Context: an optimization exercise on an open-source flow, tuned for small area and a short achievable clock period. The choices shown serve that exercise and are no tape-out recipe.
Where RTL was checked, it was by simulation tests only, not by an equivalence proof against the original.
The RTL of run 1 was laid out without a check of its function.
Power is estimated from default activity; no workload was simulated.

==> flow/design.v (outline; a module is shown in full before it is edited, if it fits) <==
// module add4rpl: 23 lines
// module addsub8: 34 lines
// module alu_log: 23 lines
// module bcd_adj: 52 lines
// module mx81_8: 64 lines
// module rg8l: 19 lines
// module rg8l2: 28 lines
// module s_reg: 41 lines
// module adl_mux: 28 lines
// module adh_mux: 25 lines
// module prog_cnt: 71 lines
// module m6502alu: 128 lines
// module op_dcd: 1212 lines
// module op_sel: 501 lines
// module m6502_org: 186 lines
module m6502_org (clk,
   addr,
   dataenb,
   datai,
   datao,
   irq_n,
   nmi_n,
   sob_n,
   res_n,
   rdy,
   vpa,
   sync,
   we_n
   );
  // ...
==> flow/flow/run.sh <==
#!/bin/bash
set -e
cp standard.sh standard_copy.sh.txt
export BUFFER_PORTS_ARGS="-buffer_cell sky130_fd_sc_hd__buf_4"
bash standard.sh > standard.log 2>&1
==> flow/standard.sh <==
#!/bin/bash
# synth_recipe.tcl (not shown) runs the flow's synth.tcl, then flattens the netlist and writes it again
# the make line also repeats each setting of config.mk as NAME=value (left out here)
make -C /OpenROAD-flow-scripts/flow DESIGN_CONFIG=/design/flow/config.mk WORK_HOME=/design/flow/orfs CLKGATE_MAP_FILE= SYNTH_SCRIPT=/design/flow/synth_recipe.tcl "${@:-finish}"
==> flow/config.mk <==
export PLATFORM = sky130hd
export DESIGN_NAME = m6502_org
export DESIGN_NICKNAME = m6502_org
export VERILOG_FILES = /design/flow/design.v
export SDC_FILE = /design/flow/constraint.sdc
export NUM_CORES = 4
export LEC_CHECK = 0
export ABC_AREA = 1
export CAP_MARGIN = 20
export CORE_MARGIN = 2
export CORE_UTILIZATION = 40
export PLACE_DENSITY = 0.6
export SETUP_SLACK_MARGIN = 5
export SLEW_MARGIN = 20
==> flow/constraint.sdc <==
create_clock -name core_clock -period 10.0 [get_ports {clk}]
set_input_delay 2.0000 -clock core_clock [delete_from_list [all_inputs] [get_ports {clk}]]
set_output_delay 2.0000 -clock core_clock [all_outputs]
set_load 0.01 [all_outputs]
==> notes.md, run 1 <==
Final Net Count=2299; Antenna diodes=1; CLK BUF=18; simple-gate share of the synthesized area=36.2%; Starting Density=40.4%; outcome=timing/DRC/antenna clean; share of cells above drive strength 1=9.83%; CP Capture Type=primary output; combinational-cell power consumption=0.00169 W; Routed met2 length=27800 um; largest class=multi-input gates; Post-Syn Area=13900 um2; Hold Startpoint=sm.nmi1; CTS Hold Bufs=0; Crit path top cell by count=nand2_1; mux contribution to synthesized area=0%; placed cell area=14600 um2; synthesis-stage register bit count=167; number of global-route vias before repair=14600; Antenna Nets Post-Route=0; commonest non-fill, non-tap cell in the layout=nand2_1; leading cell types by count after synthesis=nand2_1 (637), inv_1 (267), nor2_1 (220); fin. max-slew vios=0; Synth async-reset ratio=0%; adder-cell share of the synthesized area=5.78%; initial antenna violation count=1; RR Startpoint=alu.jreg[5]; Reg power frac=29.8%; grt total ovfl=0; critical path class=reg2out; slowest library cell on the worst path=edfxtp_1; Layout fillers=3672; crit-path cells=buf_4 -> nor2_2 -> nand2_2 -> nand2_1 -> nand2_1 -> inv_2 -> nand2_1 -> nand2_1 -> nand2_1 -> nand2_1 -> nor2_4 -> inv_1 -> buf_4; P_clk=0.000685 W
==> module m6502_org, before the edit <==
module m6502_org (clk,
   addr,
   dataenb,
   datai,
   datao,
   irq_n,
   nmi_n,
   sob_n,
   res_n,
   rdy,
   vpa,
   sync,
   we_n
   );
parameter LEFT = 0;
parameter RIGHT = 1;
input   clk;  
output  [15:0] addr;  
output  dataenb;  
input   [7:0] datai;  
output  [7:0] datao;  
input   irq_n;  
input   nmi_n;  
input   sob_n;  
input   res_n;  
input   rdy;  
output  vpa;  
output  sync;  
output  we_n;  
wire    [15:0] addr; 
wire    dataenb; 
wire    [7:0] datao; 
wire    vpa; 
wire    sync; 
wire    we_n; 
wire    [7:0] areg; 
wire    [7:0] sreg; 
wire    [7:0] xreg; 
wire    [7:0] yreg; 
wire    [7:0] pch; 
wire    [7:0] pcl; 
wire    [7:0] alu_out; 
wire    [7:0] dreg; 
wire    [7:0] psr; 
wire    [7:0] addrh;  
wire    [7:0] addrl;  
wire    [7:0] dataol;  
wire    [7:0] xregl;  
wire    [7:0] yregl;  
wire    [7:0] sregl;  
wire    [7:0] aregl;  
wire    [7:0] dregl;  
wire    [7:0] alu_outl;  
wire    [7:0] alu_binl;  
wire    [7:0] dataop;  
wire    [7:0] pchl;  
wire    [7:0] pcll;  
wire    [7:0] psrl;  
wire    [11:0] alu_ctl;  
wire    [11:0] alu_ctl_nx;  
wire    [5:0] alu2op;  
wire    [2:0] alu_ld;  
wire    [6:0] rg_load;  
wire    sreg_up;  
wire    sreg_cen;  
wire    [6:0] pc_ctl;  
wire    [1:0] adl_sel;  
wire    [3:0] adh_sel;  
wire    [2:0] domux_sel;  
wire    reset;  
wire    [7:0] opcde;  
wire    [8:1] cycle;  
assign areg = aregl; 
assign xreg = xregl; 
assign yreg = yregl; 
assign sreg = sregl; 
assign dreg = dregl; 
assign pch = pchl; 
assign pcl = pcll; 
assign psr = psrl; 
assign alu_out = alu_outl; 
assign datao = dataop; 
assign addr = {addrh , addrl}; 
op_dcd sm (.clk(clk),
          .datai(datai),
          .irq_n(irq_n),
          .nmi_n(nmi_n),
          .res_n(res_n),
          .rdy(rdy),
          .sob_n(sob_n),
          .sync(sync),
          .vpa(vpa),
.we_n(we_n),
          .dataenb(dataenb),
          .alu_ctl(alu_ctl),
          .alu_ctl_nx(alu_ctl_nx),
          .alu_ld(alu_ld),
          .sreg_up(sreg_up),
          .sreg_cen(sreg_cen),
          .prog_ctl(pc_ctl),
          .reset(reset),
          .rg_load(rg_load),
          .adl_sel(adl_sel),
          .adh_sel(adh_sel),
          .domux_sel(domux_sel),
          .alu2op(alu2op),
          .psr(psrl),
          .opcde(opcde),
.cycle(cycle));
m6502alu alu (.clk(clk),
          .datai(datai),
          .datao(dataol),
          .alu_ctl(alu_ctl),
          .alu_ctl_nx(alu_ctl_nx),
          .alu_ld(alu_ld),
          .alu2op(alu2op),
          .alu_bin(alu_binl),
.alu_out(alu_outl));
rg8l arg (.di(dataol),
          .ld(rg_load[0]),
          .dout(aregl),
.clk(clk));
rg8l2 drg (.dia(datai),
          .dib(dataol),
          .lda(rg_load[1]),
          .ldb(rg_load[2]),
          .dout(dregl),
.clk(clk));
s_reg srg (.datai(dataol),
          .datao(sregl),
          .load(rg_load[3]),
          .up(sreg_up),
          .cnt_enb(sreg_cen),
          .reset(reset),
.clk(clk));
rg8l xrg (.di(dataol),
          .ld(rg_load[4]),
          .dout(xregl),
.clk(clk));
rg8l yrg (.di(dataol),
          .ld(rg_load[5]),
          .dout(yregl),
.clk(clk));
prog_cnt pc (.clk(clk),
          .reset(reset),
          .alu(alu_outl),
          .cntoh(pchl),
          .cntol(pcll),
          .datai(datai),
          .datao(dataol),
.prog_ctl(pc_ctl));
mx81_8 domxp (.a(alu_binl),
          .b(aregl),
          .c(psrl),
          .d(sregl),
          .e(xregl),
          .f(yregl),
          .g(pchl),
          .h(pcll),
          .s(domux_sel),
          .y(dataop));
mx81_8 domx ( 
.a(alu_outl),
.b(aregl),
.c(psrl),
          .d(sregl),
          .e(xregl),
          .f(yregl),
          .g(pchl),
          .h(pcll),
          .s(domux_sel),
.y(dataol));
adl_mux adlmx (.alu(alu_outl),
          .pcl(pcll),
          .dreg(dregl),
          .sreg(sregl),
          .clk(clk),
          .lreg_ld(rg_load[6]),
          .sel(adl_sel),
.y(addrl));
adh_mux adhmx (.alu(alu_binl),
          .pch(pchl),
          .dreg(dregl),
          .sel(adh_sel),
          .y(addrh));
endmodule  
==> run 2, diff against run 1 <==
--- a/flow/design.v
+++ b/flow/design.v
@@ -763,26 +763,27 @@
 wire    [7:0] psr; 
 wire    [7:0] opcde; 
 wire    [8:1] cycle; 
 wire    [7:0] opcode;  
 wire    [7:0] opcode_in;  
 wire    opcode_ld;  
 wire    [8:1] state;  
 wire    [8:1] state_in;  
-wire    syncl;  
+reg     syncl;  
 reg     wel_n;  
 wire    we_d_n;  
 wire    pc_load;  
 wire    pc_h_load;  
 wire    pc_cen;  
 wire    pc_sel_datai;  
 wire    [1:0] pc_vec_sel;  
 wire    pcl_alu_ld;  
 reg     [7:0] psrl;  
+reg     [7:0] psr_nx;  
 reg     sob_n_f;  
 wire    aregd_load;  
 wire    dregi_load;  
 wire    drego_load;  
 wire    sreg_load;  
 wire    xreg_load;  
 wire    yreg_load;  
 wire    lreg_load;  
@@ -893,30 +894,30 @@
 		state[1] == 1'b 1 | opcode == STZZPX & 
 		state[2] == 1'b 1 | opcode == STZABS & 
 		state[2] == 1'b 1 | opcode == STZABX & 
 		state[3] == 1'b 1 | type2_calc == 1'b 1 ? 1'b 0 : 
 	1'b 1; 
 assign we_n = wel_n; 
 assign dataenb = ~wel_n; 
 assign reset = resetl; 
-always @(posedge clk)
+always @(*)
    begin : elr
    if (resetl == 1'b 1)
       begin
-      psrl[7] <= 1'b 0;
+      psr_nx[7] = 1'b 0;
       end
    else
       begin
       if (rdy == 1'b 1 & (
 		(opcode == PLP | opcode == RTI) & 
 		state[2] == 1'b 1 | type3_read == 1'b 1 & 
 		bit_op == 1'b 1))
          begin
-         psrl[7] <= datai[7];
+         psr_nx[7] = datai[7];
          end
       else if (rdy == 1'b 1 & (type1_calc == 1'b 1 & 
 		(adc_op == 1'b 1 | sbc_op == 1'b 1 | 
 		asl_op == 1'b 1 | lsr_op == 1'b 1 | 
 		ror_op == 1'b 1 | rol_op == 1'b 1 | 
 		cmp_op == 1'b 1 | eor_op == 1'b 1 | 
 		and_op == 1'b 1 | ora_op == 1'b 1 | 
 		lda_op == 1'b 1) | type3_calc == 1'b 1 & 
@@ -925,159 +926,159 @@
 		type2_write == 1'b 1 & (asl_op == 1'b 1 | 
 		lsr_op == 1'b 1 | ror_op == 1'b 1 | 
 		rol_op == 1'b 1 | dec_op == 1'b 1 | 
 		inc_op == 1'b 1) | state[2] == 1'b 1 & (imp2inc == 1'b 1 | 
 		imp2tx == 1'b 1 & ~(opcode == 
 		TXS)) | state[3] == 1'b 1 & (opcode == PLA | 
 		opcode == PLX | opcode == PLY)) )
          begin
-         psrl[7] <= alu2op[5];
+         psr_nx[7] = alu2op[5];
          end
       else
          begin
-         psrl[7] <= psrl[7];
+         psr_nx[7] = psrl[7];
          end
       end
    if (resetl == 1'b 1)
       begin
-      psrl[6] <= 1'b 0;
+      psr_nx[6] = 1'b 0;
       end
    else
       begin
       if (sob_n == 1'b 0 & sob_n_f == 1'b 1)
          begin
-         psrl[6] <= 1'b 1;
+         psr_nx[6] = 1'b 1;
          end
       else if (rdy == 1'b 1 & (
 		(opcode == PLP | opcode == RTI) & 
 		state[2] == 1'b 1 | type3_read == 1'b 1 & 
 		bit_op == 1'b 1) )
          begin
-         psrl[6] <= datai[6];
+         psr_nx[6] = datai[6];
          end
       else if (rdy == 1'b 1 & opcode == CLV & 
 		state[2] == 1'b 1 )
          begin
-         psrl[6] <= 1'b 0;
+         psr_nx[6] = 1'b 0;
          end
       else if (rdy == 1'b 1 & type1_calc == 1'b 1 & 
 		(adc_op == 1'b 1 | sbc_op == 1'b 1) )
          begin
-         psrl[6] <= alu2op[4];
+         psr_nx[6] = alu2op[4];
          end
       else
          begin
-         psrl[6] <= psrl[6];
+         psr_nx[6] = psrl[6];
          end
       end
    if (resetl == 1'b 1)
       begin
-      psrl[5] <= 1'b 0;
+      psr_nx[5] = 1'b 0;
       end
    else
       begin
       if (rdy == 1'b 1 & (opcode == PLP | 
 		opcode == RTI) & state[2] == 1'b 1)
          begin
-         psrl[5] <= datai[5];
+         psr_nx[5] = datai[5];
          end
       else
          begin
-         psrl[5] <= psrl[5];
+         psr_nx[5] = psrl[5];
          end
       end
    if (resetl == 1'b 1)
       begin
-      psrl[4] <= 1'b 0;
+      psr_nx[4] = 1'b 0;
       end
    else
       begin
       if (rdy == 1'b 1 & opcode == RTI & 
 		state[2] == 1'b 1)
          begin
-         psrl[4] <= 1'b 0;
+         psr_nx[4] = 1'b 0;
          end
       else if (rdy == 1'b 1 & opcode == PLP & 
 		state[2] == 1'b 1 )
          begin
-         psrl[4] <= datai[4];
+         psr_nx[4] = datai[4];
          end
       else if (rdy == 1'b 1 & opcode == BRK & 
 		state[1] == 1'b 1 & interrupt == 1'b 0 )
          begin
-         psrl[4] <= 1'b 1;
+         psr_nx[4] = 1'b 1;
          end
       else
          begin
-         psrl[4] <= psrl[4];
+         psr_nx[4] = psrl[4];
          end
       end
    if (resetl == 1'b 1)
       begin
-      psrl[3] <= 1'b 0;
+      psr_nx[3] = 1'b 0;
       end
    else
       begin
       if (rdy == 1'b 1 & (opcode == PLP | 
 		opcode == RTI) & state[2] == 1'b 1)
          begin
-         psrl[3] <= datai[3];
+         psr_nx[3] = datai[3];
          end
       else if (rdy == 1'b 1 & opcode == CLD & 
 		state[2] == 1'b 1 )
          begin
-         psrl[3] <= 1'b 0;
+         psr_nx[3] = 1'b 0;
          end
       else if (rdy == 1'b 1 & opcode == SED & 
 		state[2] == 1'b 1 )
          begin
-         psrl[3] <= 1'b 1;
+         psr_nx[3] = 1'b 1;
          end
       else
          begin
-         psrl[3] <= psrl[3];
+         psr_nx[3] = psrl[3];
          end
       end
    if (resetl == 1'b 1)
       begin
-      psrl[2] <= 1'b 1;
+      psr_nx[2] = 1'b 1;
       end
    else
       begin
       if (rdy == 1'b 1 & (opcode == PLP | 
 		opcode == RTI) & state[2] == 1'b 1)
          begin
-         psrl[2] <= datai[2];
+         psr_nx[2] = datai[2];
          end
       else if (rdy == 1'b 1 & (state[5] == 1'b 1 & opcode == BRK | 
 		opcode == SEI & state[2] == 1'b 1) )
          begin
-         psrl[2] <= 1'b 1;
+         psr_nx[2] = 1'b 1;
          end
       else if (rdy == 1'b 1 & opcode == CLI & 
 		state[2] == 1'b 1 )
          begin
-         psrl[2] <= 1'b 0;
+         psr_nx[2] = 1'b 0;
          end
       else
          begin
-         psrl[2] <= psrl[2];
+         psr_nx[2] = psrl[2];
          end
       end
    if (resetl == 1'b 1)
       begin
-      psrl[1] <= 1'b 0;
+      psr_nx[1] = 1'b 0;
       end
    else
       begin
       if (rdy == 1'b 1 & (opcode == PLP | 
 		opcode == RTI) & state[2] == 1'b 1)
          begin
-         psrl[1] <= datai[1];
+         psr_nx[1] = datai[1];
          end
       else if (rdy == 1'b 1 & (type1_calc == 1'b 1 & 
 		(adc_op == 1'b 1 | sbc_op == 1'b 1 | 
 		asl_op == 1'b 1 | lsr_op == 1'b 1 | 
 		ror_op == 1'b 1 | rol_op == 1'b 1 | 
 		cmp_op == 1'b 1 | eor_op == 1'b 1 | 
 		and_op == 1'b 1 | ora_op == 1'b 1 | 
 		lda_op == 1'b 1) | type3_calc == 1'b 1 & 
@@ -1088,62 +1089,64 @@
 		rol_op == 1'b 1 | dec_op == 1'b 1 | 
 		inc_op == 1'b 1) | state[2] == 1'b 1 & (imp2inc == 1'b 1 | 
 		imp2tx == 1'b 1 & ~(opcode == 
 		TXS)) | type3_calc == 1'b 1 & bit_op == 
 		1'b 1 | type2_done == 1'b 1 & (tsb_op == 
 		1'b 1 | trb_op == 1'b 1) | state[3] == 1'b 1 & (opcode == PLA | 
 		opcode == PLX | opcode == PLY)) )
          begin
-         psrl[1] <= alu2op[1];
+         psr_nx[1] = alu2op[1];
          end
       else
          begin
-         psrl[1] <= psrl[1];
+         psr_nx[1] = psrl[1];
          end
       end
    if (resetl == 1'b 1)
       begin
-      psrl[0] <= 1'b 0;
+      psr_nx[0] = 1'b 0;
       end
    else
       begin
       if (rdy == 1'b 1 & opcode == CLC & 
 		state[2] == 1'b 1)
          begin
-         psrl[0] <= 1'b 0;
+         psr_nx[0] = 1'b 0;
          end
       else if (rdy == 1'b 1 & opcode == SEC & 
 		state[2] == 1'b 1 )
          begin
-         psrl[0] <= 1'b 1;
+         psr_nx[0] = 1'b 1;
          end
       else if (rdy == 1'b 1 & (opcode == PLP | 
 		opcode == RTI) & state[2] == 1'b 1 )
          begin
-         psrl[0] <= datai[0];
+         psr_nx[0] = datai[0];
          end
       else if (rdy == 1'b 1 & (type1_calc == 1'b 1 & 
 		(adc_op == 1'b 1 | sbc_op == 1'b 1 | 
 		asl_op == 1'b 1 | lsr_op == 1'b 1 | 
 		ror_op == 1'b 1 | rol_op == 1'b 1 | 
 		cmp_op == 1'b 1) | type3_calc == 1'b 1 & 
 		(cpx_op == 1'b 1 | cpy_op == 1'b 1) | 
 		type2_write == 1'b 1 & (asl_op == 1'b 1 | 
 		lsr_op == 1'b 1 | ror_op == 1'b 1 | 
 		rol_op == 1'b 1)) )
          begin
-         psrl[0] <= alu2op[0];
+         psr_nx[0] = alu2op[0];
          end
       else
          begin
-         psrl[0] <= psrl[0];
+         psr_nx[0] = psrl[0];
          end
       end
    end
+always @(posedge clk)
+   psrl <= psr_nx;
 assign cycle = state; 
 assign opcde = opcode; 
 always @(posedge clk)
    begin : misc
    if (resetl == 1'b 1)
       begin
       reset_proc <= 1'b 1;
       end
@@ -1227,39 +1230,16 @@
 assign irq_pend = irq & ~psrl[2] & ~nmi_pend; 
 rg8l st ( 
 .di(state_in),
 .ld(rdy),
 .dout(state),
           .clk(clk));
 assign state_in = opcode_ld == 1'b 1 ? 8'b 00000001 : 
 	{state[7:1] , 1'b 0}; 
-assign syncl = opcode == BRK & state[7] == 1'b 1 | opcode == RTI & 
-		state[5] == 1'b 1 | opcode == RTS & 
-		state[5] == 1'b 1 | opcode == JSR & 
-		state[6] == 1'b 1 | opcode == JMPIND & 
-		state[5] == 1'b 1 | opcode == JMPAIX & 
-		state[6] == 1'b 1 | opcode == STZABX & 
-		state[5] == 1'b 1 | state[4] == 1'b 1 & bbx_op == 1'b 1 & 
-		branch_take == 1'b 0 | state[5] == 1'b 1 & bbx_op == 1'b 1 & 
-		branch_carry_f == 1'b 0 | state[6] == 1'b 1 & bbx_op == 1'b 1 | 
-		state[2] == 1'b 1 & rel_addr == 1'b 1 & 
-		branch_take == 1'b 0 | state[3] == 1'b 1 & rel_addr == 1'b 1 & 
-		branch_carry_f == 1'b 0 | state[4] == 1'b 1 & rel_addr == 1'b 1 | 
-		state[3] == 1'b 1 & (opcode == JMP | 
-		opcode == PLX | opcode == PLY | 
-		opcode == PHX | opcode == PHY | 
-		opcode == PLA | opcode == PLP | 
-		opcode == PHA | opcode == PHP) | 
-		state[2] == 1'b 1 & (opcode == NOP | 
-		imp2psr == 1'b 1 | imp2tx == 1'b 1 | 
-		imp2inc == 1'b 1) | type3_calc == 1'b 1 | 
-		type2_done == 1'b 1 | type1_calc == 1'b 1 | 
-		state[8] == 1'b 1 ? 1'b 1 : 
-	1'b 0; 
 assign pc_cen = rdy == 1'b 1 & (syncl == 1'b 1 & 
 		nmi_pend == 1'b 0 & irq_pend == 1'b 0 | 
 		opcode == BRK & interrupt == 1'b 0 & 
 		state[1] == 1'b 1 | opcode == BRK & 
 		state[5] == 1'b 1 | imm_1_addr == 1'b 1 & 
 		state[1] == 1'b 1 | imm_3_addr == 1'b 1 & 
 		state[1] == 1'b 1 | bbx_op == 1'b 1 & 
 		state[1] == 1'b 1 | bbx_op == 1'b 1 & 
@@ -1753,16 +1733,33 @@
          adl_sel <= adl_sel_b; adh_sel <= adh_sel_b; domux_sel <= domux_sel_b; vpa <= vpa_b;
          end
       end
    else if (opcode_ld == 1'b 1)
       begin
       adl_sel <= adl_sel_c; adh_sel <= adh_sel_c; domux_sel <= domux_sel_c; vpa <= vpa_c;
       end
    end
+wire    sync_b;
+op_sync syn_b (.opcode(opcode_ld == 1'b 1 ? BRK : opcode),
+          .state(rdy == 1'b 1 ? {state[7:1], 1'b 0} : state),
+          .psr(psr_nx),
+          .z_flag_f(rdy == 1'b 1 ? alu2op[1] : z_flag_f),
+          .branch_carry_f(rdy == 1'b 1 ? alu2op[2] : branch_carry_f),
+          .type1_calc(rdy == 1'b 1 ? type1_read : type1_calc),
+          .type2_done(rdy == 1'b 1 ? type2_write : type2_done),
+          .type3_calc(rdy == 1'b 1 ? type3_read : type3_calc),
+          .syncl(sync_b));
+always @(posedge clk)
+   begin : syncr
+   if (rdy == 1'b 1 & opcode_ld == 1'b 1)
+      syncl <= type1_read | type2_write | type3_read;
+   else
+      syncl <= sync_b;
+   end
 endmodule  
 `timescale 1 ns / 1 ns
 module op_sel (opcode, state, type2_calc, type2_write, adl_sel, adh_sel, domux_sel, vpa);
 input   [7:0] opcode;
 input   [8:1] state;
 input   type2_calc;
 input   type2_write;
 output  [1:0] adl_sel;
@@ -2256,16 +2253,225 @@
 		state[2] == 1'b 1 | opcode == RTI & 
 		~(state[5] == 1'b 1) | opcode == RTS & 
 		~(state[5] == 1'b 1) | opcode == JSR & 
 		(state[3] == 1'b 1 | state[4] == 1'b 1) ? 2'b 10 : 
 	2'b 00;
 assign vpa = opcode == BRK & (state[5] == 1'b 1 | state[6] == 1'b 1) ? 1'b 1 : 
 	1'b 0;
 endmodule  
+`timescale 1 ns / 1 ns
+module op_sync (opcode, state, psr, z_flag_f, branch_carry_f, type1_calc, type2_done, type3_calc, syncl);
+input   [7:0] opcode;
+input   [8:1] state;
+input   [7:0] psr;
+input   z_flag_f;
+input   branch_carry_f;
+input   type1_calc;
+input   type2_done;
+input   type3_calc;
+output  syncl;
+wire    [7:0] psrl;
+assign psrl = psr;
+parameter BRK = 8'b 00000000;
+parameter ORAINX = 8'b 00000001;
+parameter TSBZPG = 8'b 00000100;
+parameter ORAZPG = 8'b 00000101;
+parameter ASLZPG = 8'b 00000110;
+parameter RMB0 = 8'b 00000111;
+parameter BBR0 = 8'b 00001111;
+parameter PHP = 8'b 00001000;
+parameter ORAIMM = 8'b 00001001;
+parameter ASLACC = 8'b 00001010;
+parameter TSBABS = 8'b 00001100;
+parameter ORAABS = 8'b 00001101;
+parameter ASLABS = 8'b 00001110;
+parameter BPL = 8'b 00010000;
+parameter ORAINY = 8'b 00010001;
+parameter ORAIND = 8'b 00010010;
+parameter TRBZPG = 8'b 00010100;
+parameter ORAZPX = 8'b 00010101;
+parameter ASLZPX = 8'b 00010110;
+parameter RMB1 = 8'b 00010111;
+parameter CLC = 8'b 00011000;
+parameter ORAABY = 8'b 00011001;
+parameter INCA = 8'b 00011010;
+parameter TRBABS = 8'b 00011100;
+parameter ORAABX = 8'b 00011101;
+parameter ASLABX = 8'b 00011110;
+parameter JSR = 8'b 00100000;
+parameter BITZPG = 8'b 00100100;
+parameter ROLZPG = 8'b 00100110;
+parameter RMB2 = 8'b 00100111;
+parameter PLP = 8'b 00101000;
+parameter ANDIMM = 8'b 00101001;
+parameter ROLACC = 8'b 00101010;
+parameter BITABS = 8'b 00101100;
+parameter BMI = 8'b 00110000;
+parameter BITZPX = 8'b 00110100;
+parameter ANDIND = 8'b 00110010;
+parameter RMB3 = 8'b 00110111;
+parameter SEC = 8'b 00111000;
+parameter DECA = 8'b 00111010;
+parameter BITABX = 8'b 00111100;
+parameter RTI = 8'b 01000000;
+parameter LSRZPG = 8'b 01000110;
+parameter RMB4 = 8'b 01000111;
+parameter LSRACC = 8'b 01001010;
+parameter PHA = 8'b 01001000;
+parameter EORIMM = 8'b 01001001;
+parameter JMP = 8'b 01001100;
+parameter BVC = 8'b 01010000;
+parameter EORIND = 8'b 01010010;
+parameter RMB5 = 8'b 01010111;
+parameter CLI = 8'b 01011000;
+parameter PHY = 8'b 01011010;
+parameter RTS = 8'b 01100000;
+parameter ADCINX = 8'b 01100001;
+parameter STZZPG = 8'b 01100100;
+parameter ADCZPG = 8'b 01100101;
+parameter RORZPG = 8'b 01100110;
+parameter RMB6 = 8'b 01100111;
+parameter RORACC = 8'b 01101010;
+parameter JMPIND = 8'b 01101100;
+parameter PLA = 8'b 01101000;
+parameter ADCIMM = 8'b 01101001;
+parameter BVS = 8'b 01110000;
+parameter ADCINY = 8'b 01110001;
+parameter ADCIND = 8'b 01110010;
+parameter STZZPX = 8'b 01110100;
+parameter RMB7 = 8'b 01110111;
+parameter SEI = 8'b 01111000;
+parameter PLY = 8'b 01111010;
+parameter JMPAIX = 8'b 01111100;
+parameter BRA = 8'b 10000000;
+parameter STAINX = 8'b 10000001;
+parameter STYZPG = 8'b 10000100;
+parameter STAZPG = 8'b 10000101;
+parameter STXZPG = 8'b 10000110;
+parameter SMB0 = 8'b 10000111;
+parameter DEY = 8'b 10001000;
+parameter BITIMM = 8'b 10001001;
+parameter TXA = 8'b 10001010;
+parameter STYABS = 8'b 10001100;
+parameter STAABS = 8'b 10001101;
+parameter STXABS = 8'b 10001110;
+parameter BCC = 8'b 10010000;
+parameter STAINY = 8'b 10010001;
+parameter STAIND = 8'b 10010010;
+parameter STYZPX = 8'b 10010100;
+parameter STAZPX = 8'b 10010101;
+parameter STXZPY = 8'b 10010110;
+parameter SMB1 = 8'b 10010111;
+parameter TYA = 8'b 10011000;
+parameter STAABY = 8'b 10011001;
+parameter TXS = 8'b 10011010;
+parameter STZABS = 8'b 10011100;
+parameter STAABX = 8'b 10011101;
+parameter STZABX = 8'b 10011110;
+parameter LDYIMM = 8'b 10100000;
+parameter LDXIMM = 8'b 10100010;
+parameter LDYZPG = 8'b 10100100;
+parameter LDXZPG = 8'b 10100110;
+parameter SMB2 = 8'b 10100111;
+parameter TAY = 8'b 10101000;
+parameter LDAIMM = 8'b 10101001;
+parameter TAX = 8'b 10101010;
+parameter LDYABS = 8'b 10101100;
+parameter LDXABS = 8'b 10101110;
+parameter BCS = 8'b 10110000;
+parameter LDAIND = 8'b 10110010;
+parameter LDYZPX = 8'b 10110100;
+parameter LDXZPY = 8'b 10110110;
+parameter SMB3 = 8'b 10110111;
+parameter CLV = 8'b 10111000;
+parameter TSX = 8'b 10111010;
+parameter LDYABX = 8'b 10111100;
+parameter LDXABY = 8'b 10111110;
+parameter CPYIMM = 8'b 11000000;
+parameter CPYZPG = 8'b 11000100;
+parameter DECZPG = 8'b 11000110;
+parameter SMB4 = 8'b 11000111;
+parameter INY = 8'b 11001000;
+parameter CMPIMM = 8'b 11001001;
+parameter DEX = 8'b 11001010;
+parameter CPYABS = 8'b 11001100;
+parameter DECABS = 8'b 11001110;
+parameter BNE = 8'b 11010000;
+parameter CMPIND = 8'b 11010010;
+parameter DECZPX = 8'b 11010110;
+parameter SMB5 = 8'b 11010111;
+parameter CLD = 8'b 11011000;
+parameter PHX = 8'b 11011010;
+parameter DECABX = 8'b 11011110;
+parameter CPXIMM = 8'b 11100000;
+parameter CPXZPG = 8'b 11100100;
+parameter INCZPG = 8'b 11100110;
+parameter SMB6 = 8'b 11100111;
+parameter CPXABS = 8'b 11101100;
+parameter INX = 8'b 11101000;
+parameter SBCIMM = 8'b 11101001;
+parameter NOP = 8'b 11101010;
+parameter INCABS = 8'b 11101110;
+parameter BEQ = 8'b 11110000;
+parameter SBCIND = 8'b 11110010;
+parameter INCZPX = 8'b 11110110;
+parameter SMB7 = 8'b 11110111;
+parameter SED = 8'b 11111000;
+parameter PLX = 8'b 11111010;
+parameter INCABX = 8'b 11111110;
+wire    imp2psr;
+wire    imp2tx;
+wire    imp2inc;
+wire    rel_addr;
+wire    bbx_op;
+wire    branch_take;
+assign imp2psr = opcode == CLC | opcode == SEC | 
+		opcode == CLI | opcode == SEI | 
+		opcode == CLV | opcode == CLD | 
+		opcode == SED ? 1'b 1 : 
+	1'b 0;
+assign imp2tx = opcode == TXA | opcode == TXS | 
+		opcode == TAX | opcode == TSX | 
+		opcode == TYA | opcode == TAY ? 1'b 1 : 
+	1'b 0;
+assign imp2inc = opcode == DECA | opcode == INCA | 
+		opcode == DEX | opcode == DEY | 
+		opcode == INX | opcode == INY ? 1'b 1 : 
+	1'b 0;
+assign rel_addr = opcode[4:0] == BPL[4:0] | opcode == BRA ? 1'b 1 : 
+	1'b 0;
+assign bbx_op = opcode[3:0] == BBR0[3:0] ? 1'b 1 : 
+	1'b 0;
+assign branch_take = opcode[3] == BPL[3] & (opcode[7:5] == BPL[7:5] & psrl[7] == 1'b 0 | opcode[7:5] == BMI[7:5] & psrl[7] == 1'b 1 | opcode[7:5] == BVC[7:5] & psrl[6] == 1'b 0 | opcode[7:5] == BVS[7:5] & psrl[6] == 1'b 1 | opcode[7:5] == BCC[7:5] & psrl[0] == 1'b 0 | opcode[7:5] == BCS[7:5] & psrl[0] == 1'b 1 | opcode[7:5] == BNE[7:5] & psrl[1] == 1'b 0 | opcode[7:5] == BEQ[7:5] & psrl[1] == 1'b 1 | opcode[7:4] == BRA[7:4]) | opcode[3] == BBR0[3] & ~z_flag_f == opcode[7] ? 1'b 1 : 
+	1'b 0;
+assign syncl = opcode == BRK & state[7] == 1'b 1 | opcode == RTI & 
+		state[5] == 1'b 1 | opcode == RTS & 
+		state[5] == 1'b 1 | opcode == JSR & 
+		state[6] == 1'b 1 | opcode == JMPIND & 
+		state[5] == 1'b 1 | opcode == JMPAIX & 
+		state[6] == 1'b 1 | opcode == STZABX & 
+		state[5] == 1'b 1 | state[4] == 1'b 1 & bbx_op == 1'b 1 & 
+		branch_take == 1'b 0 | state[5] == 1'b 1 & bbx_op == 1'b 1 & 
+		branch_carry_f == 1'b 0 | state[6] == 1'b 1 & bbx_op == 1'b 1 | 
+		state[2] == 1'b 1 & rel_addr == 1'b 1 & 
+		branch_take == 1'b 0 | state[3] == 1'b 1 & rel_addr == 1'b 1 & 
+		branch_carry_f == 1'b 0 | state[4] == 1'b 1 & rel_addr == 1'b 1 | 
+		state[3] == 1'b 1 & (opcode == JMP | 
+		opcode == PLX | opcode == PLY | 
+		opcode == PHX | opcode == PHY | 
+		opcode == PLA | opcode == PLP | 
+		opcode == PHA | opcode == PHP) | 
+		state[2] == 1'b 1 & (opcode == NOP | 
+		imp2psr == 1'b 1 | imp2tx == 1'b 1 | 
+		imp2inc == 1'b 1) | type3_calc == 1'b 1 | 
+		type2_done == 1'b 1 | type1_calc == 1'b 1 | 
+		state[8] == 1'b 1 ? 1'b 1 : 
+	1'b 0;
+endmodule  
 `timescale 1 ns / 1 ns  
 module m6502_org (clk,
    addr,
    dataenb,
    datai,
    datao,
    irq_n,
    nmi_n,
@@ -2408,37 +2614,29 @@
 prog_cnt pc (.clk(clk),
           .reset(reset),
           .alu(alu_outl),
           .cntoh(pchl),
           .cntol(pcll),
           .datai(datai),
           .datao(dataol),
 .prog_ctl(pc_ctl));
-mx81_8 domxp (.a(alu_binl),
+wire    [7:0] dataor;  
+mx81_8 domr (.a(8'h 00),
           .b(aregl),
           .c(psrl),
           .d(sregl),
           .e(xregl),
           .f(yregl),
           .g(pchl),
           .h(pcll),
           .s(domux_sel),
-          .y(dataop));
-mx81_8 domx ( 
-.a(alu_outl),
-.b(aregl),
-.c(psrl),
-          .d(sregl),
-          .e(xregl),
-          .f(yregl),
-          .g(pchl),
-          .h(pcll),
-          .s(domux_sel),
-.y(dataol));
+          .y(dataor));
+assign dataol = domux_sel == 3'b 000 ? alu_outl : dataor;
+assign dataop = domux_sel == 3'b 000 ? alu_binl : dataor;
 adl_mux adlmx (.alu(alu_outl),
           .pcl(pcll),
           .dreg(dregl),
           .sreg(sregl),
           .clk(clk),
           .lreg_ld(rg_load[6]),
           .sel(adl_sel),
 .y(addrl));
--- a/flow/config.mk
+++ b/flow/config.mk
@@ -5,10 +5,10 @@
 export SDC_FILE = /design/flow/constraint.sdc
 export NUM_CORES = 4
 export LEC_CHECK = 0
 export ABC_AREA = 1
 export CAP_MARGIN = 20
 export CORE_MARGIN = 2
 export CORE_UTILIZATION = 40
 export PLACE_DENSITY = 0.6
-export SETUP_SLACK_MARGIN = 5
+export SETUP_SLACK_MARGIN = 4.7
 export SLEW_MARGIN = 20
==> run 2 against run 1 <==
Sequential share of layout area increased by 0.58 points. Highest routed layer is now met4. Setup slack got worse by 0.16 ns. Die area decreased by 0.22%. Routed wire length decreased by 5.5%. Clock-buffer cell count decreased by 1.
==> notes.md, run 2 <==
outcome=timing/DRC/antenna clean; DRC=0; CP required=10.33 ns; clk latency of the worst-skew pair=0.45 ns; register area=4190 um2; setup violators final=0; Die Footprint=36200 um2; Starting Density=40.4% (-0.091 points); Synth area leaders=edfxtp_1 (18%), dfxtp_1 (12%), nand2_1 (12%); Setup Skew=0.0230 ns; Layout area overhead=9.96%; port bufs=41; Layout fillers=3729 (+1.6%); startpoint types=input port; CTS Hold Bufs=0 (unchanged); synthesis-stage register bit count=168 (+0.60%); number of global-route vias before repair=14100 (-3.9%); Via-to-Cell Ratio=5.90; Post-synth EDFFs=83; Slew Limit Headroom=26.4%; GPL Wtd Cong=1.02; critical path class=in2reg; Syn Area/Cell=6.71 um2; post-placement cell count=2514; most frequent cells in the layout=nand2_1 (443), inv_1 (282), nor2_1 (220), o21ai_0 (161), nand3_1 (157); fmax=0.196 GHz; Clk pin slew, worst setup/hold paths=0.08 ns; post-synth top area share=18.0%; Die H=190 um; power density cells=234 nW/um2; Antenna diodes=0 (-1); RSZ-0062 raised after global routing=true; commonest non-fill, non-tap cell in the layout=nand2_1; Post-DP HPWL=46100 um; Routed WL=58600 um; TritonCTS Buffers=17; Layout Cells excl Fill=2553; fin. max-slew vios=0 (unchanged); Pwr Total=0.00358 W; share of cells above drive strength 1=9.20% (-0.63 points); min Tclk post-route=5.11 ns; CP Capture Type=flop; sequential-to-total area share from yosys stat=30.2%; Vias=15100; Reg with most FFs=pc.pc; Post-Synth XOR/XNOR Area=2.72%; worst hold-check path type=reg2reg; Multi-input gate area=8260 um2; largest registers=pc.pc x16, sm.alu_ctl x12; leading cell types by count after synthesis=nand2_1 (443), inv_1 (283), nor2_1 (222); die width=190 um; mux contribution to synthesized area=0% (unchanged); adder-cell share of the synthesized area=5.79% (+0.013 points); num rows=68; Synth async-reset ratio=0% (unchanged); largest net degree at the start of global routing=55; clk root buf=clkbuf_16; Top-Level Pins=42; Post-Syn Area=13900 um2 (-0.23%); simple-gate share of the synthesized area=31.0% (-5.2 points); GRT Util Overall=32.2%; compound-gate portion of the synthesized area=19.7%; grt total ovfl=0 (unchanged); Yosys top cell by area=edfxtp_1; leak pwr=6.91 nW; Syn Nets=2142; Final Cycle Share=51.1%; # Max-Cap Violations=0; Crit path arrival time=5.44 ns; setup TNS=0 ns; TritonCTS clock tree=yes; final hold vios=0; synth warn=7; clk sinks=168; Syn Inst Count=2068; global-route wire length before repair=87300 um; Core Box Area=34400 um2; DRT iter0 DRCs=1831; first drt pass iteration count=6; Antenna Nets Post-Route=0 (unchanged); Most used DFF post-synth=dfxtp_1; Slew @ Worst Pin=1.10 ns; htree depth=4; post-synthesis cell type count=69; Clock Tree Buf Depth=2; Wirelength per Cell=23.0 um; leading cell type by number of instances after synthesis=nand2_1; WHS=0.355 ns; main combinational cell family by area after synthesis=simple AND/OR/NAND/NOR gates; crit path max fanout=54; Final Net Count=2159 (-6.1%); initial antenna violation count=0 (-1); maximum vdd drop=0.000183 V; max reg flops=16
==> run 2: cell count changes in the layout (fill, tap and decap cells not counted), moves of 11 or more <==
cell and delta:
nand2_1 -192, nand3_1 -36, buf_4 -27, o211ai_1 +18, inv_1 +17, xor2_1 +17
o22ai_1 +15, nor4_1 +13, a21oi_1 -11, nand4_1 -11
==> run 2: cell families (layout without fill, tap and decap cells) <==
kind of cell             after synthesis  in the layout
AO/OA/AOI/OAI                        442            442
AND/OR/NAND/NOR                      980            980
buffers and inverters                375            405
XOR/XNOR                              43             43
flip-flops                           168            168
adder cells (fa/ha/maj)               60             60
==> run 2: final timing paths <==
| path | depth (start not counted) | startpoint | slack (ns) | to |
|---|---|---|---|---|
| max | 11 | rdy | 4.89 | sm.syncl |
| min | 0 | sm.nmi1 | 0.36 | sm.nmi2 |
| max reg2reg | 21 | alu.jreg[4] | 5.06 | pc.pc[14] |
| min reg2reg | 0 | sm.nmi1 | 0.36 | sm.nmi2 |
==> run 2: worst max-delay path: stages <==
cell	delay, ns
buf_4	0.18
buf_4	0.33
nand2_1	0.20
inv_1	0.05
nor2_1	0.75
inv_1	0.78
nor2_1	0.32
o311ai_0	0.19
or3_1	0.38
a21oi_1	0.14
a21oi_1	0.08
==> run 2: area by class of cell <==
class / count / area share, %
tap: 455 / 3.73
timing repair buffer: 59 / 2.90
clock buffer: 17 / 2.79
multi-input combinational: 1525 / 54.1
sequential: 168 / 27.5
inverter: 314 / 7.83
clock inverter: 15 / 1.10
==> run 2: power breakdown <==
part | switching [W] | leakage (nW) | internal, W
Clock | 0.000315 | 0.288 | 0.000375
Sequential | 0.000135 | 1.56 | 0.000903
Combinational | 0.00125 | 5.06 | 0.000594
==> run 2: metrics by stage <==
| stage | instance area [um2] | setup slack [ns] | util, % |
|---|---|---|---|
| 3_5_place_dp | 14600 | 4.50 | 42.3 |
| 3_3_place_gp | 14600 | 4.71 | 42.3 |
| 4_1_cts | 15200 | 4.82 | 44.1 |
| 5_1_grt | 15300 | 4.69 | 44.4 |
| 6_report | 15300 | 4.89 | 44.4 |
| 2_1_floorplan | 13900 | 5.54 | - |
==> run 2: per-layer routing <==
layer  vias to the layer above  part of all wire, %  routed length, um  global-route usage [%]
li1                       7031                    -                  -                       -
met1                      7071                   41              24300                    42.4
met2                       818                   46              27100                    53.1
met3                       137                  8.4               4950                    4.03
met4                         0                  4.0               2360                    14.1
met5                         -                    0                  0                       0
==> run 2: timing repair <==
| action | CTS | global route |
|---|---|---|
| gates resized for setup | 2 | 11 |
| setup endpoints to repair | 2 | 17 |
| setup buffers | 0 | 7 |
| endpoints found under the hold margin | 0 | 0 |
==> run 3, diff against run 2 <==
--- a/flow/config.mk
+++ b/flow/config.mk
@@ -8,7 +8,7 @@
 export ABC_AREA = 1
 export CAP_MARGIN = 20
 export CORE_MARGIN = 2
-export CORE_UTILIZATION = 40
-export PLACE_DENSITY = 0.6
-export SETUP_SLACK_MARGIN = 4.7
+export CORE_UTILIZATION = 55
+export PLACE_DENSITY = 0.75
+export SETUP_SLACK_MARGIN = 5
 export SLEW_MARGIN = 20
==> run 3 against run 2 <==
Still clean. Synthesized area did not move. Register-to-register slack improved by 0.16 ns. Power rose by 2.7%. Via count rose by 6.7%. Die area fell by 27%. Setup slack improved by 0.19 ns. First-iteration DRC count rose by 39%. Non-clock buffer count rose by 22. Largest power group unchanged.
==> notes.md, run 3 <==
post-placement cell count=2397 (-4.7%); Post-synth EDFFs=83 (unchanged); Setup Skew=0.0185 ns (-0.00449 ns); post-synth top area share=18.0% (unchanged); clk sinks=168 (unchanged); synth warn=7 (unchanged); slowest library cell on the worst path=fa_1; setup violators final=0 (unchanged); number of global-route vias before repair=14600 (+3.6%); Die Footprint=26500 um2 (-27%); Slew Limit Headroom=25.4% (-1.0 points); GRT Util Overall=43.4% (+11 points); sw frac=48.6% (+0.97 points); Synth async-reset ratio=0% (unchanged); Post-Syn Area=13900 um2 (unchanged); Slowest Stage Delay on Critical Path=0.45 ns (-0.33 ns); global-route wire length before repair=86300 um (-1.2%); TritonCTS Buffers=17 (unchanged); Final Cycle Share=49.2% (-1.9 points); leading cell types by count after synthesis=nand2_1 (443), inv_1 (283), nor2_1 (222); largest registers=pc.pc x16, sm.alu_ctl x12; sequential-to-total area share from yosys stat=30.2% (unchanged); Wirelength per Cell=24.2 um (+5.5%); Yosys top cell by area=edfxtp_1; Slew @ Worst Pin=1.12 ns (+0.0185 ns); CP required=8.00 ns (-2.33 ns); Syn Nets=2142 (unchanged); most frequent cells in the layout=nand2_1 (442), inv_1 (282), nor2_1 (216), o21ai_0 (160), nand3_1 (157); Reg with most FFs=pc.pc; fin. max-slew vios=0 (unchanged); Post-Synth XOR/XNOR Area=2.72% (unchanged); crit path max fanout=4 (-93%); Pint=0.00189 W (+0.79%); startpoint types=flop; first drt pass iteration count=7 (+1); Routed WL=59400 um (+1.3%); Die H=163 um (-14%); compound-gate portion of the synthesized area=19.7% (unchanged); main combinational cell family by area after synthesis=simple AND/OR/NAND/NOR gates; die width=163 um (-14%); DRC=0 (unchanged); maximum vdd drop=0.000266 V (+45%); port bufs=41 (unchanged); combinational share of power=53.5% (+1.8 points); Starting Density=55.6% (+15 points); Clock power frac=18.4% (-0.9 points); CP delay by family, top=adder cells; initial antenna violation count=0 (unchanged); clk root buf=clkbuf_16; largest net degree at the start of global routing=38 (-31%); Clock Tree Buf Depth=2 (unchanged); power density cells=239 nW/um2 (+2.1%); CTS Hold Bufs=0 (unchanged); fmax=0.203 GHz (+3.9%); setup TNS=0 ns (unchanged); post-synthesis cell type count=69 (unchanged); adder-cell share of the synthesized area=5.79% (unchanged); Layout area overhead=10.6%; min Tclk post-route=4.92 ns (-0.191 ns); CP bufs+invs=4 (unchanged); WHS=0.358 ns (+0.00225 ns); RSZ-0062 raised after global routing=true; worst hold-check path type=reg2reg; commonest non-fill, non-tap cell in the layout=nand2_1; Syn Inst Count=2068 (unchanged); leading cell type by number of instances after synthesis=nand2_1; Most used DFF post-synth=dfxtp_1; simple-gate share of the synthesized area=31.0% (unchanged); Top-Level Pins=42 (unchanged); Clk pin slew, worst setup/hold paths=0.08 ns (about the same); grt total ovfl=0 (unchanged); share of cells above drive strength 1=10.8% (+1.6 points); Switch Pwr=0.00178 W (+4.8%); Antenna Nets Post-Route=0 (unchanged); # Max-Cap Violations=0 (unchanged); Core Box Area=25000 um2 (-27%); Synth area leaders=edfxtp_1 (18%), dfxtp_1 (12%), nand2_1 (12%); Layout fillers=2313 (-38%); CP Capture Type=primary output; Vias=16100 (+6.7%); crit-path cells=ha_1 -> inv_1 -> fa_1 -> inv_1 -> nor2_1 -> nand2_1 -> nand3_1 -> inv_2 -> a21oi_1 -> o21ai_0 -> nand3_1 -> o22ai_1 -> nand2_1 -> o21ai_0 -> buf_4; TritonCTS clock tree=yes; Crit path arrival time=2.92 ns (-2.52 ns); DRT iter0 DRCs=2536 (+39%); critical path class=reg2out; Syn Area/Cell=6.71 um2 (unchanged); Layout Cells excl Fill=2451 (-4.0%); Final Net Count=2181 (+1.0%); clk latency of the worst-skew pair=0.44 ns (about the same); synthesis-stage register bit count=168 (unchanged); Via-to-Cell Ratio=6.55 (+11%); htree depth=4 (unchanged); final hold vios=0 (unchanged); GPL Wtd Cong=1.05 (+3.2%); num rows=58 (-15%); max reg flops=16 (unchanged); Reg power frac=28.1% (-1.0 points); Post-DP HPWL=45000 um (-2.3%); mux contribution to synthesized area=0% (unchanged); outcome=timing/DRC/antenna clean; leak pwr=7.03 nW (+1.8%)
## run 3: cell count changes in the layout (fill, tap and decap cells not counted), sizes merged
cell / change
buf: +22
inv: +3
bufinv: -2
clkinvlp: -2
clkinv: +1
diode: +1
## run 3: power groups by stage
stage	Clock, W	Sequential [W]	Combinational (W)
after global routing	0.000699	0.00104	0.00213
final	0.000675	0.00103	0.00197
after detailed placement	0	0.00104	0.00177
after global placement	0	0.00104	0.00170
after CTS	0.000669	0.00103	0.00179
after floorplan	0	0.000981	0.00127
## run 3: layout make-up
type	count	area, um2	share of cell area, %
antenna	1	2.50	0.0163
clock buffer	17	425	2.77
clock inverter	15	178	1.16
inverter	314	1190	7.78
multi-input combinational	1525	8320	54.3
sequential	168	4200	27.4
tap	330	413	2.69
timing repair buffer	81	608	3.97
## run 3: kinds of logic after synthesis
logic type               after synthesis
AND/OR/NAND/NOR                      980
AO/OA/AOI/OAI                        442
buffers and inverters                375
flip-flops                           168
adder cells (fa/ha/maj)               60
XOR/XNOR                              43
## run 3: layer usage
layer | track usage, % | vias up | part of all wire [%]
met4 | 30.9 | 0 | 8.7
met1 | 52.3 | 7334 | 36
met5 | 0 | - | 0
met2 | 70.4 | 1302 | 45
li1 | - | 7098 | -
met3 | 7.23 | 329 | 11
## run 3: timing repair
item | CTS | global route
setup buffers | 0 | 21
resized for setup | 7 | 24
endpoints found under the hold margin | 0 | 0
endpoints found under the setup margin | 8 | 27
pin swaps | 0 | 1
## run 3: worst paths after layout
| path | endpoint | start | cells after the start | slack (ns) |
|---|---|---|---|---|
| worst max-delay path | addr[14] | alu.jreg[4] | 15 | 5.08 |
| worst min-delay path | sm.nmi2 | sm.nmi1 | 0 | 0.36 |
| worst max register to register | sm.syncl | alu.jreg[4] | 28 | 5.22 |
| worst min register to register | sm.nmi2 | sm.nmi1 | 0 | 0.36 |
## run 3: metrics by stage
step / utilization (%) / worst slack, ns / instance area, um2 / power, W
3_3_place_gp: 57.9 / 4.98 / 14500 / 0.00274
6_report: 61.4 / 5.08 / 15300 / 0.00367
4_1_cts: 60.4 / 4.98 / 15100 / 0.00349
5_1_grt: 61.4 / 4.81 / 15300 / 0.00386
3_5_place_dp: 57.9 / 4.92 / 14500 / 0.00281
2_1_floorplan: - / 5.54 / 13900 / 0.00225
==> run 4, diff against run 3 <==
--- a/flow/config.mk
+++ b/flow/config.mk
@@ -6,9 +6,9 @@
 export NUM_CORES = 4
 export LEC_CHECK = 0
 export ABC_AREA = 1
-export CAP_MARGIN = 20
+export CAP_MARGIN = 5
 export CORE_MARGIN = 2
-export CORE_UTILIZATION = 55
-export PLACE_DENSITY = 0.75
+export CORE_UTILIZATION = 40
+export PLACE_DENSITY = 0.6
 export SETUP_SLACK_MARGIN = 5
-export SLEW_MARGIN = 20
+export SLEW_MARGIN = 5
==> run 4 against run 3 <==
First-iteration DRC count fell by 25%. Sequential share of layout area fell by 0.28 points. Utilization fell by 16 points. Fmax rose by 0.33%. Die area rose by 37%. Synthesized cell count did not move. Power rose by 0.11%. Flip-flop and latch count did not move. Via count fell by 5.7%. Critical endpoint unchanged. Largest power group unchanged.
==> notes.md, run 4 <==
outcome=timing/DRC/antenna clean; maximum vdd drop=0.000177 V (-33%); leak pwr=7.00 nW (-0.53%); met1 usage=42.6% (-9.7 points); commonest non-fill, non-tap cell in the layout=nand2_1; post-place setup slack=4.50 ns (-0.420 ns); setup violators final=0 (unchanged); grt total ovfl=0 (unchanged); synth warn=7 (unchanged); leading cell types by count after synthesis=nand2_1 (443), inv_1 (283), nor2_1 (222); Post-DP HPWL=46100 um (+2.4%); Die Footprint=36200 um2 (+37%); port bufs=41 (unchanged); slowest library cell on the worst path=fa_1; Wirelength per Cell=23.0 um (-5.3%); Clock Tree Buf Depth=2 (unchanged); clk sinks=168 (unchanged); Reg with most FFs=pc.pc; Die H=190 um (+17%); Most used DFF post-synth=dfxtp_1; Core Box Area=34400 um2 (+38%); Synth async-reset ratio=0% (unchanged); fin. max-slew vios=0 (unchanged); Clk pin slew, worst setup/hold paths=0.08 ns (about the same); DRC=0 (unchanged); Slew @ Worst Pin=1.16 ns (+0.0407 ns); Slew Limit Headroom=22.4% (-3.0 points); Setup Skew=0.0234 ns (+0.00483 ns); Layout area overhead=11.7%; critical path class=reg2out; TritonCTS Buffers=17 (unchanged); htree depth=4 (unchanged); met2 GRT Util=53.5% (-17 points); placed cell area=14600 um2 (+0.67%); share of cells above drive strength 1=10.9% (+0.078 points); leading cell type by number of instances after synthesis=nand2_1; Top-Level Pins=42 (unchanged); GRT Max-Usage Layer=met2; RSZ-0062 raised after global routing=true; final hold vios=0 (unchanged); CP required=8.00 ns (about the same); startpoint types=flop; end of the critical path=addr[14]; clk root buf=clkbuf_16; max reg flops=16 (unchanged); Crit path top cell by count=inv_1; Syn Inst Count=2068 (unchanged); GRT Util Overall=32.3% (-11 points); TritonCTS clock tree=yes; # Max-Cap Violations=0 (unchanged); first drt pass iteration count=6 (-1); global-route wire length before repair=87600 um (+1.5%); crit path max fanout=4 (unchanged); worst hold-check path type=reg2reg; GPL Wtd Cong=1.02 (-3.1%); crit path from=alu.jreg[4]; post-synth top area share=18.0% (unchanged); Starting Density=40.4% (-15 points); Crit path arrival time=2.91 ns (about the same); Via-to-Cell Ratio=5.89 (-10%); DRT iter0 DRCs=1898 (-25%); largest registers=pc.pc x16, sm.alu_ctl x12; Synth area leaders=edfxtp_1 (18%), dfxtp_1 (12%), nand2_1 (12%); crit-path cells=ha_1 -> inv_1 -> fa_1 -> nor2_1 -> inv_1 -> nand3_1 -> inv_2 -> a21oi_1 -> o21ai_1 -> nand3_2 -> o22ai_1 -> nand2_1 -> o21ai_0 -> buf_4; number of global-route vias before repair=14100 (-3.1%); setup TNS=0 ns (unchanged); Syn Nets=2142 (unchanged); Slowest Stage Delay on Critical Path=0.44 ns (about the same); min Tclk post-route=4.91 ns (-0.0160 ns); Final Cycle Share=49.1% (-0.16 points); Antenna Nets Post-Route=0 (unchanged); RR Endpoint=srg.dataol[6]; num rows=68 (+17%); fin area=15500 um2 (+1.0%); R2R depth=21 (-25%); Vias=15100 (-5.7%); clk latency of the worst-skew pair=0.45 ns (about the same); Syn Area/Cell=6.71 um2 (unchanged); sequential-to-total area share from yosys stat=30.2% (unchanged); largest net degree at the start of global routing=55 (+45%); die width=190 um (+17%); Yosys top cell by area=edfxtp_1; post-synthesis cell type count=69 (unchanged); Antenna diodes=0 (-1); setup ws final=5.09 ns (+0.0160 ns); fmax=0.204 GHz (+0.33%); most frequent cells in the layout=nand2_1 (441), inv_1 (280), nor2_1 (215), o21ai_0 (157), nand3_1 (155); R2R Setup Slk=5.39 ns (+0.17 ns); Routed WL=59000 um (-0.76%); power density cells=237 nW/um2 (-0.90%); global routing usage on met3=3.72% (-3.5 points); initial antenna violation count=0 (unchanged); RR Startpoint=sm.opcd.ido[5]; CP Capture Type=primary output; synthesis-stage register bit count=168 (unchanged); Post-Syn Area=13900 um2 (unchanged); Final Net Count=2175 (-0.28%); Post-synth EDFFs=83 (unchanged)
## run 4: final cells by class
type | count | area (um2)
clock buffers | 17 | 425
clock inverters | 15 | 168
fillers | 3719 | 18900
inverters | 314 | 1200
multi-input cells | 1526 | 8380
flip-flops and latches | 168 | 4200
well taps | 455 | 569
repair buffers | 73 | 548
repair inverters | 1 | 5.00
## run 4: worst min path at each step
| stage | slack, ns | from | depth (start not counted) | endpoint |
|---|---|---|---|---|
| 2_1_floorplan | 0.33 | sm.nmi1 | 0 | sm.nmi2 |
| 4_1_cts | 0.36 | sm.nmi1 | 0 | sm.nmi2 |
| 3_3_place_gp | 0.34 | sm.nmi1 | 0 | sm.nmi2 |
| 5_1_grt | 0.36 | sm.nmi1 | 0 | sm.nmi2 |
| 6_report | 0.36 | sm.nmi1 | 0 | sm.nmi2 |
| 3_5_place_dp | 0.34 | sm.nmi1 | 0 | sm.nmi2 |
## run 4: per-layer routing
layer | routed length, um | up-vias
li1 | - | 7047
met5 | 0 | -
met2 | 27300 | 795
met4 | 2430 | 0
met3 | 4560 | 141
met1 | 24700 | 7160
## run 4: power breakdown
part | switching (W) | total [W] | internal [W]
registers | 0.000132 | 0.00104 | 0.000903
clock network | 0.000317 | 0.000692 | 0.000375
logic | 0.00130 | 0.00195 | 0.000652
total | 0.00174 | 0.00368 | 0.00193
## run 4: cells by family after synthesis
logic type               Yosys count  synth area share (%)
AND/OR/NAND/NOR                  980                  31.0
AO/OA/AOI/OAI                    442                  19.7
buffers and inverters            375                  10.5
flip-flops                       168                  30.2
adder cells (fa/ha/maj)           60                  5.79
XOR/XNOR                          43                  2.72
## run 4: metrics by stage
| stage | power, W | hold WS, ns | std cells | util [%] |
|---|---|---|---|---|
| 6_report | 0.00368 | 0.358 | 2569 | 45.1 |
| 5_1_grt | 0.00392 | 0.362 | 2569 | 45.1 |
| 4_1_cts | 0.00355 | 0.358 | 2550 | 44.3 |
| 3_5_place_dp | 0.00283 | 0.345 | 2514 | 42.3 |
| 3_3_place_gp | 0.00282 | 0.337 | 2514 | 42.3 |
| 2_1_floorplan | 0.00225 | 0.331 | 2068 | - |
## run 4: critical path: cells and delay by family, from the launching register on
family | cells | cell delay, ns
flops | 1 | 0.42
compound gates | 4 | 0.46
fa+ha+maj | 2 | 0.66
simple gates | 4 | 0.55
buf+inv | 4 | 0.38
## run 4: repair_timing
item,CTS,global route
setup buffers,3,18
hold buffers,0,0
gates cloned,1,1
resized for setup,15,31
endpoints found under the setup margin,16,38
pin swaps,1,1
==> run 5, diff against run 4 <==
--- a/flow/config.mk
+++ b/flow/config.mk
@@ -6,9 +6,12 @@
 export NUM_CORES = 4
 export LEC_CHECK = 0
 export ABC_AREA = 1
-export CAP_MARGIN = 5
+export CAP_MARGIN = 20
 export CORE_MARGIN = 2
 export CORE_UTILIZATION = 40
+export CTS_BUF_LIST = sky130_fd_sc_hd__clkbuf_8
+export CTS_CLUSTER_DIAMETER = 100
+export CTS_CLUSTER_SIZE = 30
 export PLACE_DENSITY = 0.6
 export SETUP_SLACK_MARGIN = 5
-export SLEW_MARGIN = 5
+export SLEW_MARGIN = 20
==> run 5 against run 4 <==
Cell area shrank 1.3%. Fmax is essentially flat. Clock skew grew 0.0091 ns. Clock-buffer cell count is the same. Register-to-register slack lost 0.15 ns. Synthesized cell count is the same. Die area is the same. Utilization shrank 0.60 points. Synthesized area is the same. Critical path depth shrank 1. Clock power shrank 25%. Cell count is essentially flat. Critical endpoint is now addr[15].
==> notes.md, run 5 <==
outcome=timing/DRC/antenna clean; clk root buf=clkbuf_8; Top-Level Pins=42 (unchanged); Setup Skew=0.0325 ns (+0.00913 ns); maximum vdd drop=0.000179 V (+0.85%); Most used DFF post-synth=dfxtp_1; setup violators final=0 (unchanged); Yosys top cell by area=edfxtp_1; power density cells=230 nW/um2 (-3.0%); largest net degree at the start of global routing=55 (unchanged); Reg power frac=29.4% (+1.2 points); Switch Pwr=0.00173 W (-1.0%); Die H=190 um (unchanged); crit path max fanout=10 (+6); Wirelength per Cell=22.9 um (-0.15%); first drt pass iteration count=9 (+3); commonest non-fill, non-tap cell in the layout=nand2_1; DRT iter0 DRCs=1979 (+4.3%); Final Cycle Share=49.0% (about the same); htree depth=4 (unchanged); Via-to-Cell Ratio=5.89 (about the same); Final Net Count=2174 (-0.046%); Crit path arrival time=2.90 ns (about the same); Syn Inst Count=2068 (unchanged); GRT Util Overall=32.3% (unchanged); die width=190 um (unchanged); TritonCTS clock tree=yes; startpoint types=flop; TritonCTS Buffers=17 (unchanged); CP Capture Type=primary output; R2R depth=20 (-4.8%); post-synth top area share=18.0% (unchanged); Post-DP HPWL=46100 um (unchanged); Reg with most FFs=pc.pc; critical path class=reg2out; min Tclk post-route=4.90 ns (-0.00352 ns); Pint=0.00179 W (-7.2%); # Max-Cap Violations=0 (unchanged); CP delay by family, top=simple AND/OR/NAND/NOR gates; Core Box Area=34400 um2 (unchanged); Hold Crit Depth=0 (unchanged); worst hold-check path type=reg2reg; Syn Area/Cell=6.71 um2 (unchanged); fin. max-slew vios=0 (unchanged); CP bufs+invs=2 (-2); crit-path cells=inv_1 -> ha_4 -> nand3_1 -> nand3_1 -> nand2_1 -> nand2_1 -> nand2_1 -> nand3_1 -> nand3_1 -> o21ai_0 -> nand2_1 -> o21ai_0 -> buf_4; leading cell types by count after synthesis=nand2_1 (443), inv_1 (283), nor2_1 (222); synthesis-stage register bit count=168 (unchanged); fmax=0.204 GHz (about the same); global-route wire length before repair=87800 um (+0.17%); combinational share of power=55.8% (+2.8 points); Post-Syn Area=13900 um2 (unchanged); Clk pin slew, worst setup/hold paths=0.11 ns (+0.03 ns); clk sinks=168 (unchanged); num rows=68 (unchanged); Clock Tree Buf Depth=2 (unchanged); share of cells above drive strength 1=10.8% (-0.14 points); GPL Wtd Cong=1.02 (unchanged); Antenna Nets Post-Route=0 (unchanged); max reg flops=16 (unchanged); grt total ovfl=0 (unchanged); Starting Density=40.4% (unchanged); Hold Path Sink=sm.nmi2; setup TNS=0 ns (unchanged); clk latency of the worst-skew pair=0.51 ns (+0.06 ns); number of global-route vias before repair=14100 (+0.021%); final hold vios=0 (unchanged); Hold Startpoint=sm.nmi1; post-placement cell count=2514 (unchanged); sw frac=49.1% (+1.6 points); leak pwr=6.90 nW (-1.4%); RR Endpoint=srg.dataol[6]; RR Startpoint=sm.opcd.ido[7]; post-synthesis cell type count=69 (unchanged); CTS Hold Bufs=0 (unchanged); R2R Setup Slk=5.24 ns (-0.15 ns); Syn Nets=2142 (unchanged); Layout Cells excl Fill=2568 (-0.039%); Layout fillers=3748 (+0.78%); most frequent cells in the layout=nand2_1 (442), inv_1 (280), nor2_1 (215), o21ai_0 (158), nand3_1 (155); DRC=0 (unchanged); Antenna diodes=0 (unchanged); Die Footprint=36200 um2 (unchanged); sequential-to-total area share from yosys stat=30.2% (unchanged); leading cell type by number of instances after synthesis=nand2_1; Synth async-reset ratio=0% (unchanged); Slew Limit Headroom=23.0% (+0.60 points); Post-synth EDFFs=83 (unchanged); Clock power frac=14.8% (-4.0 points); largest registers=pc.pc x16, sm.alu_ctl x12; port bufs=41 (unchanged); Layout area overhead=10.2%; Synth area leaders=edfxtp_1 (18%), dfxtp_1 (12%), nand2_1 (12%); Slowest Stage Delay on Critical Path=0.44 ns (about the same); RSZ-0062 raised after global routing=true; CP required=8.00 ns (about the same); initial antenna violation count=0 (unchanged); synth warn=7 (unchanged); Vias=15100 (-0.033%); Routed WL=58900 um (-0.18%); slowest library cell on the worst path=edfxtp_1; Slew @ Worst Pin=1.15 ns (-0.00895 ns)
-- run 5: area by class of cell --
| type | instances | area (um2) | share of cell area, % |
|---|---|---|---|
| timing repair inverter | 1 | 5.00 | 0.0327 |
| clock buffer | 17 | 234 | 1.53 |
| timing repair buffer | 73 | 546 | 3.57 |
| clock inverter | 15 | 168 | 1.10 |
| tap | 455 | 569 | 3.72 |
| inverter | 314 | 1200 | 7.83 |
| sequential | 168 | 4200 | 27.4 |
| multi-input combinational | 1525 | 8370 | 54.8 |
-- run 5: power groups by stage --
stage,registers (W),logic [W],clock network [W]
after global placement,0.00105,0.00177,0
after global routing,0.00105,0.00216,0.000552
after detailed placement,0.00105,0.00179,0
after CTS,0.00103,0.00185,0.000524
final,0.00103,0.00196,0.000522
after floorplan,0.000981,0.00127,0
-- run 5: how the worst max path moves through the flow --
| stage | from | endpoint | slack, ns | cells after the start |
|---|---|---|---|---|
| floorplan | rdy | srg.dataol[6] | 5.54 | 15 |
| global placement | rdy | sm.syncl | 4.71 | 11 |
| detailed placement | rdy | sm.syncl | 4.50 | 11 |
| CTS | alu.jreg[4] | addr[15] | 5.02 | 13 |
| global route | alu.jreg[4] | addr[15] | 4.89 | 13 |
| finish | alu.jreg[4] | addr[15] | 5.10 | 13 |
-- run 5: cell families after synthesis --
group,share of synthesized area [%]
compound gates,19.7
xor+xnor,2.72
fa+ha+maj,5.79
buf+inv,10.5
flops,30.2
simple gates,31.0
-- run 5: worst reg2reg max path: stages, from the launching register on --
cell and delay [ns]:
edfxtp_1 0.62, nor2_1 0.52, nand2_1 0.28, nor2_1 0.35, nor2_1 0.09, nand3_1 0.21
nand2_1 0.08, nand3_1 0.09, nand2_1 0.11, inv_1 0.27, o21ai_1 0.38, ha_1 0.47
a21oi_1 0.16, inv_1 0.05, a31oi_1 0.19, nor2_1 0.07, o21ai_0 0.20, nand2_1 0.10
xor2_1 0.12, o21ai_0 0.11, a211oi_1 0.22
-- run 5: what timing repair did --
item / 4_1_cts / 5_1_grt
resized for setup: 19 / 25
pin swaps: 2 / 4
gates cloned: 0 / 1
setup buffers: 8 / 13
endpoints found under the setup margin: 15 / 26
-- run 5: stage by stage --
step	hold slack [ns]	util [%]	setup slack [ns]	total power, W	area (um2)
2_1_floorplan	0.331	-	5.54	0.00225	13900
3_3_place_gp	0.337	42.3	4.71	0.00282	14600
3_5_place_dp	0.345	42.3	4.50	0.00283	14600
4_1_cts	0.363	43.9	5.02	0.00341	15100
5_1_grt	0.367	44.5	4.89	0.00376	15300
6_report	0.361	44.5	5.10	0.00352	15300
-- run 5: routing by layer --
layer  global-route usage [%]  vias up  wire length [um]
met5                        0        -                 0
met4                     13.2        0              2540
met3                     4.01      154              4550
met2                     53.4      829             27100
met1                     42.7     7090             24700
li1                         -     7065                 -

[separate check: timing with driven ports]
How much do the figures lean on ideal ports? The routed layouts below were timed once more, with nothing changed but the port constraints.
Step 1 (the two cells are an assumption about what drives the block):
set clk [get_ports {clk}]
set_driving_cell -lib_cell sky130_fd_sc_hd__clkbuf_16 $clk
set_driving_cell -lib_cell sky130_fd_sc_hd__buf_2 [delete_from_list [all_inputs] $clk]
Step 2, shift: input delay + t, output delay - t, t = (earliest + latest rising clock arrival at the registers) / 2. This alone moves slack from input paths to output paths.
a / b / c = no drivers / after step 1 / after step 2; a / b = the first two.
run | t, ns | slack for setup (ns) | worst hold slack (ns) | worst data-port slew with drivers (ns)
run 1 | 0.508 | 5.048 / 4.994 / 5.091 | 0.359 / 0.359 / 0.359 | 0.03
run 2 | 0.495 | 4.888 / 4.844 / 4.428 | 0.355 / 0.355 / 0.355 | 0.03
run 3 | 0.486 | 5.079 / 5.025 / 4.754 | 0.358 / 0.358 / 0.358 | 0.04
run 4 | 0.502 | 5.095 / 5.035 / 4.899 | 0.358 / 0.358 / 0.358 | 0.03
run 5 | 0.541 | 5.098 / 5.047 / 4.644 | 0.361 / 0.361 / 0.361 | 0.03
After both steps setup and hold are still met in every run listed. The setup slack of run 2, which loses most, moves by -0.044 ns with the drivers and by -0.460 ns with both steps.
